Source: an optimization exercise on an open RTL-to-GDS flow (aim: small area, a short achievable clock period and few clock cycles per item). Production flows keep margins and buffers that such runs may drop. Function was checked by simulation only, so behaviour that the tests miss may differ from the original.

## ahb_lite_fir_filter
module ahb_lite_fir_filter(
    input clk,
          n_rst,
    input logic hsel,
    input logic [3:0] haddr,
    input logic hsize,
    input logic [1:0] htrans,
    input logic hwrite,
    input logic [15:0] hwdata,
    output logic [15:0] hrdata,
    output logic hresp
);
Size in the first run: ~2200 cells after synthesis, about 340 flip-flops, roughly 44 I/O pins, roughly 0.023 sq mm of cells after synthesis.
Settings: LEC_CHECK=0, ABC_CLOCK_PERIOD_IN_PS=5500, CAP_MARGIN=20, CORE_MARGIN=2, CORE_UTILIZATION=70, SLEW_MARGIN=20; clock period 12.0 ns.
standard.sh (not shown) runs the stock make flow with config.mk's settings and CLKGATE_MAP_FILE= SYNTH_SCRIPT=/design/flow/synth_recipe.tcl, a recipe that flattens the netlist after the stock synthesis.
==> flow/flow/run.sh <==
#!/bin/bash
# The standard layout, with timing repair aimed at a setup slack margin
# (a shorter achieved period than the 12 ns constraint) and port buffers of a
# regular buffer cell. The clock and constraints are the standard flow's own.
set -euo pipefail
MARGIN=${MARGIN:-6.5}
bash standard.sh "SETUP_SLACK_MARGIN=$MARGIN" \
    "BUFFER_PORTS_ARGS=-buffer_cell sky130_fd_sc_hd__buf_2" finish > standard_flow.log 2>&1
The baseline completed without violations.
Testbench counts at the start, summed over its fixed seeds: cycles 2,064, samples 512.
Edit:
==> flow/flow/run.sh (replaced) <==
#!/bin/bash
# The standard layout (its synthesis script, registers unchanged), with:
#  - no ABC pass inside yosys's generic synth before the adders are extracted
#    (SYNTH_ARGS=-noabc), so the hand-built adder trees reach extract_fa as
#    written, without inverters around every full adder; ABC still maps the
#    logic afterwards as usual,
#  - timing repair aimed at a setup slack margin (a shorter achieved period
#    than the 12 ns constraint), and
#  - port buffers of a regular buffer cell, and
#  - clock tree synthesis without dummy loads (capacitive cells that only balance
#    the tree).
# The clock and constraints are the standard flow's own.
set -euo pipefail
MARGIN=${MARGIN:-6.5}
bash standard.sh "SYNTH_ARGS=-noabc" "SETUP_SLACK_MARGIN=$MARGIN" \
    "BUFFER_PORTS_ARGS=-buffer_cell sky130_fd_sc_hd__buf_2" \
    "CTS_ARGS=-sink_clustering_enable -repair_clock_nets -dont_use_dummy_load -sink_clustering_size 18 -sink_clustering_max_diameter 100" finish > standard_flow.log 2>&1
Settings changed: CORE_UTILIZATION 70 to 60, PLACE_DENSITY set to 0.75.
The new run completed without violations.
Via count is lower by 6.5%.
Worst hold slack gets worse by 7.7 ps.
Routed wire length is lower by about 6%.
First-iteration DRC count is lower by about 20%.
Edit:
==> flow/flow/run.sh (replaced) <==
#!/bin/bash
# The standard layout (its synthesis script, registers unchanged), with:
#  - no ABC pass inside yosys's generic synth before the adders are extracted
#    (SYNTH_ARGS=-noabc), so the hand-built adder trees reach extract_fa as
#    written, without inverters around every full adder; ABC still maps the
#    logic afterwards as usual,
#  - timing repair aimed at a setup slack margin (a shorter achieved period
#    than the 12 ns constraint), and
#  - port buffers of a regular buffer cell.
# The clock and constraints are the standard flow's own.
set -euo pipefail
MARGIN=${MARGIN:-6.5}
bash standard.sh "SYNTH_ARGS=-noabc" "SETUP_SLACK_MARGIN=$MARGIN" \
    "BUFFER_PORTS_ARGS=-buffer_cell sky130_fd_sc_hd__buf_2" finish > standard_flow.log 2>&1
Settings changed: CORE_UTILIZATION 60 to 40, CTS_BUF_LIST set to sky130_fd_sc_hd__clkbuf_4 sky130_fd_sc_hd__clkbuf_8, PLACE_DENSITY 0.75 to unset.
Result:
- The new run ran to the end with no violations
- sequential share of layout area goes down by 1.4 points
- synthesized area is unchanged
- worst setup slack is better by 12 ps
- via count shrinks by 1.5%
- routed wire length rises by 4.8%
- worst hold slack gets better by 3.1 ps
Edit:
==> flow/flow/run.sh (replaced) <==
#!/bin/bash
# The standard layout, with timing repair aimed at a setup slack margin
# (a shorter achieved period than the 12 ns constraint) and port buffers of a
# regular buffer cell. The clock and constraints are the standard flow's own.
set -euo pipefail
MARGIN=${MARGIN:-6.8}
bash standard.sh "SETUP_SLACK_MARGIN=$MARGIN" \
    "BUFFER_PORTS_ARGS=-buffer_cell sky130_fd_sc_hd__buf_2" finish > standard_flow.log 2>&1
Settings changed: CTS_BUF_LIST sky130_fd_sc_hd__clkbuf_4 sky130_fd_sc_hd__clkbuf_8 to unset.
Global-route usage increases by 0.49 points. Utilization goes up by 0.83 points. Wire length rose by 6.4%.
Edit:
==> flow/flow/run.sh (replaced) <==
#!/bin/bash
# The standard layout (its synthesis script, registers unchanged), with:
#  - no ABC pass inside yosys's generic synth before the adders are extracted
#    (SYNTH_ARGS=-noabc), so the hand-built adder trees reach extract_fa as
#    written, without inverters around every full adder; ABC still maps the
#    logic afterwards as usual,
#  - timing repair aimed at a setup slack margin (a shorter achieved period
#    than the 12 ns constraint), and
#  - port buffers of a regular buffer cell.
# The clock and constraints are the standard flow's own.
set -euo pipefail
MARGIN=${MARGIN:-6.8}
bash standard.sh "SYNTH_ARGS=-noabc" "SETUP_SLACK_MARGIN=$MARGIN" \
    "BUFFER_PORTS_ARGS=-buffer_cell sky130_fd_sc_hd__buf_2" finish > standard_flow.log 2>&1
Settings changed: CORE_UTILIZATION 40 to 70.
Result: The new run ran to the end with no violations; wire length went down by 6.7%; global-route usage increases by 15 points; core utilization grows by 34 points; synthesized area came out lower by about 3.5%; register-to-register slack is better by 40 ps; setup slack improved by 39 ps; final area drops by 4.7%; non-clock buffer count drops by 2.
Edit:
--- a/flow/flow/run.sh
+++ b/flow/flow/run.sh
@@ -8,7 +8,10 @@
 #    than the 12 ns constraint), and
-#  - port buffers of a regular buffer cell.
+#  - port buffers of a regular buffer cell, and
+#  - clock tree synthesis without dummy loads (capacitive cells that only balance
+#    the tree).
 # The clock and constraints are the standard flow's own.
 set -euo pipefail
-MARGIN=${MARGIN:-6.8}
+MARGIN=${MARGIN:-6.5}
 bash standard.sh "SYNTH_ARGS=-noabc" "SETUP_SLACK_MARGIN=$MARGIN" \
-    "BUFFER_PORTS_ARGS=-buffer_cell sky130_fd_sc_hd__buf_2" finish > standard_flow.log 2>&1
+    "BUFFER_PORTS_ARGS=-buffer_cell sky130_fd_sc_hd__buf_2" \
+    "CTS_ARGS=-sink_clustering_enable -repair_clock_nets -dont_use_dummy_load -sink_clustering_size 30 -sink_clustering_max_diameter 100" finish > standard_flow.log 2>&1
Settings changed: CORE_UTILIZATION 70 to 40.
Effect:
- final area is lower by 2.8%
- area after synthesis stays the same
- global-route usage is lower by 16 points
- final cell count is higher by 11%
- wire length is lower by 0.33%
- worst hold slack gains 7.2 ps
- count of clock-buffer cells in the layout is lower by 37
- core utilization is lower by 36 points
- setup slack loses 21 ps
- die area is higher by 73%
- clock skew is higher by 46 ps

* * *

## indigo
Starting RTL as in the previous note.
export LEC_CHECK = 0
export ABC_CLOCK_PERIOD_IN_PS = 4500
export CAP_MARGIN = 20
export CORE_MARGIN = 2
export CORE_UTILIZATION = 40
export SLEW_MARGIN = 20
create_clock -name core_clock -period 12.0 [get_ports {clk}]
==> flow/flow/run.sh <==
#!/bin/bash
# The standard layout (its synthesis script, registers unchanged), with:
#  - no ABC pass inside yosys's generic synth before the adders are extracted
#    (SYNTH_ARGS=-noabc), so the hand-built adder trees reach extract_fa as
#    written, without inverters around every full adder; ABC still maps the
#    logic afterwards as usual,
#  - timing repair aimed at a setup slack margin (a shorter achieved period
#    than the 12 ns constraint), and
#  - port buffers of a regular buffer cell.
# The clock and constraints are the standard flow's own.
set -euo pipefail
MARGIN=${MARGIN:-6.5}
bash standard.sh "SYNTH_ARGS=-noabc" "SETUP_SLACK_MARGIN=$MARGIN" \
    "BUFFER_PORTS_ARGS=-buffer_cell sky130_fd_sc_hd__buf_2" finish > standard_flow.log 2>&1
Testbench counts of indigo, summed over its fixed seeds: cycles 2,064, samples 512.
--- input diff indigo..ember ---
--- a/flow/config.mk
+++ b/flow/config.mk
@@ -8,2 +8,2 @@
-export ABC_CLOCK_PERIOD_IN_PS = 4500
-export CAP_MARGIN = 20
+export ABC_CLOCK_PERIOD_IN_PS = 5500
+export CAP_MARGIN = 0
@@ -12 +12 @@
-export SLEW_MARGIN = 20
+export SLEW_MARGIN = 0
[summary]
No stage failed in ember, and the final checks on the layout all came back clean.
Per the final summary, indigo finished and its layout is clean on timing, DRC and antenna.
Summary of ember over indigo: sequential share of layout area about even, number of fillers in the final layout has remained practically unchanged.

* * *

Setup of run a:
ahb_lite_fir_filter, a different RTL version from the one above (not shown whole).
For scale: about 1,700 cells after synthesis, ~350 flip-flops, roughly 44 I/O pins.
==> flow/design.v (excerpt) <==
module ahb_lite_fir_filter(
    input clk,
          n_rst,
    input logic hsel,
    input logic [3:0] haddr,
    input logic hsize,
    input logic [1:0] htrans,
    input logic hwrite,
    input logic [15:0] hwdata,
    output logic [15:0] hrdata,
    output logic hresp
);
    logic nonseq_wr, a15, ro, wr_req, rd_req;
    assign nonseq_wr = hwrite & (htrans == 2'b10);
    assign a15       = (haddr == 4'd15);
    assign ro        = (haddr[3:2] == 2'b00);
    assign hresp     = hsel & (a15 | (nonseq_wr & ro));
    assign wr_req    = hsel & nonseq_wr & ~ro & ~a15;
    assign rd_req    = hsel & ~nonseq_wr & ~a15;
    localparam int K = 9;                   
    localparam int L = 15 - K;              
    logic          wr_pend;
    logic [2:0]    wr_pair;
    logic [15:0]   smp, c0, c1, c2, c3;     
    logic [7:0]    r14, r15;                
    logic [15:0]   f0, f1, f2, f3;          
    logic [15:0]   h1, h2;                  
    logic          samp_pend;               
  ...
clock: 12.0 ns
lec_check: 0
abc_clock_period_in_ps: 5500
cap_margin: 20
core_margin: 2
core_utilization: 40
slew_margin: 20
==> flow/flow/run.sh <==
#!/bin/bash
# The standard layout (its synthesis script, registers unchanged), with:
#  - no ABC pass inside yosys's generic synth before the adders are extracted
#    (SYNTH_ARGS=-noabc), so the hand-built adder trees reach extract_fa as
#    written, without inverters around every full adder; ABC still maps the
#    logic afterwards as usual,
#  - timing repair aimed at a setup slack margin (a shorter achieved period
#    than the 12 ns constraint),
#  - port buffers of a regular buffer cell (every port still gets one), and
#  - clock tree synthesis without dummy loads (capacitive cells that only balance
#    the tree) and with sink clusters of up to 22 flip-flops.
# make's output goes to standard_flow.log; each ORFS step keeps its own log
# under orfs/logs/.
# The clock and constraints are the standard flow's own.
set -euo pipefail
MARGIN=${MARGIN:-6.5}
bash standard.sh "SYNTH_ARGS=-noabc" "SETUP_SLACK_MARGIN=$MARGIN" \
    "BUFFER_PORTS_ARGS=-buffer_cell sky130_fd_sc_hd__buf_2" \
    "CTS_ARGS=-sink_clustering_enable -repair_clock_nets -dont_use_dummy_load -sink_clustering_size 22 -sink_clustering_max_diameter 100" finish > standard_flow.log 2>&1
In summary, run a completed successfully, with a layout that passed the timing, DRC and antenna checks.
Testbench counts of run a, summed over its fixed seeds: cycles 2,064, samples 512.
Input-level comparison between run b and run a:
-- flow/flow/run.sh --
<<< run a, line 16
MARGIN=${MARGIN:-6.5}
>>> run b, line 16
MARGIN=${MARGIN:-6.6}
### Flow results
Run a reports its beginning of the critical path as htrans[0] while run b reports haddr[3].
Taking run a as the reference, in run b sequential share of layout area now smaller; sum of routed wire segments on met1 went up by about 0.33%; hold slack decreased 0.0046 ns; relative max-transition margin grew by 4.0 points.
Run b went all the way through the flow, and no timing, DRC or antenna check failed.
Clock-pin slew of the registers on the worst-case setup and hold paths essentially unchanged between run a and run b.

-- port drivers added, routing unchanged --
No port has a modelled driver above. Below, the same layouts with a new extraction and two added sets of constraints. Step 1 sets driving cells, clkbuf_16 on the clock port and buf_2 on the other inputs (assumed; they add their load-dependent delay and slew). Step 2 moves the port delays by t, midway between the first and last clock arrival at a register: inputs arrive t later, outputs are due t later. That takes back most of the time a late clock gives input paths. Three values: ideal, step 1, step 2; two values: the first two.
run	t (ns)	slack for setup (ns)	worst setup path after step 2	slew at the worst register clock pin (ns)	worst data-port slew with drivers (ns)
the first run of note 1	0.590	6.515 / 6.463 / 6.207	input to register	0.07 / 0.07	0.16
the second run of note 1	0.585	6.524 / 6.470 / 6.187	input to register	0.08 / 0.08	0.07
the third run of note 1	0.707	6.536 / 6.498 / 5.913	input to register	0.07 / 0.07	0.08
the fourth run of note 1	0.617	6.526 / 6.442 / 6.273	input to register	0.07 / 0.07	0.13
the fifth run of note 1	0.591	6.565 / 6.470 / 6.306	input to register	0.07 / 0.07	0.14
the sixth run of note 1	0.573	6.544 / 6.506 / 6.033	input to register	0.12 / 0.12	0.08
indigo	0.619	6.448 / 6.448 / 6.021	input to register	0.06 / 0.06	0.08
ember	0.619	6.433 / 6.433 / 6.005	input to register	0.07 / 0.07	0.08
run a	0.569	6.493 / 6.451 / 6.178	input to register	0.09 / 0.09	0.07
run b	0.576	6.486 / 6.446 / 6.027	input to register	0.09 / 0.09	0.07
After both steps every run listed still meets setup and hold. For the third run of note 1, which loses most, drivers alone change the setup slack by -0.038 ns; drivers and shift together by -0.623 ns.
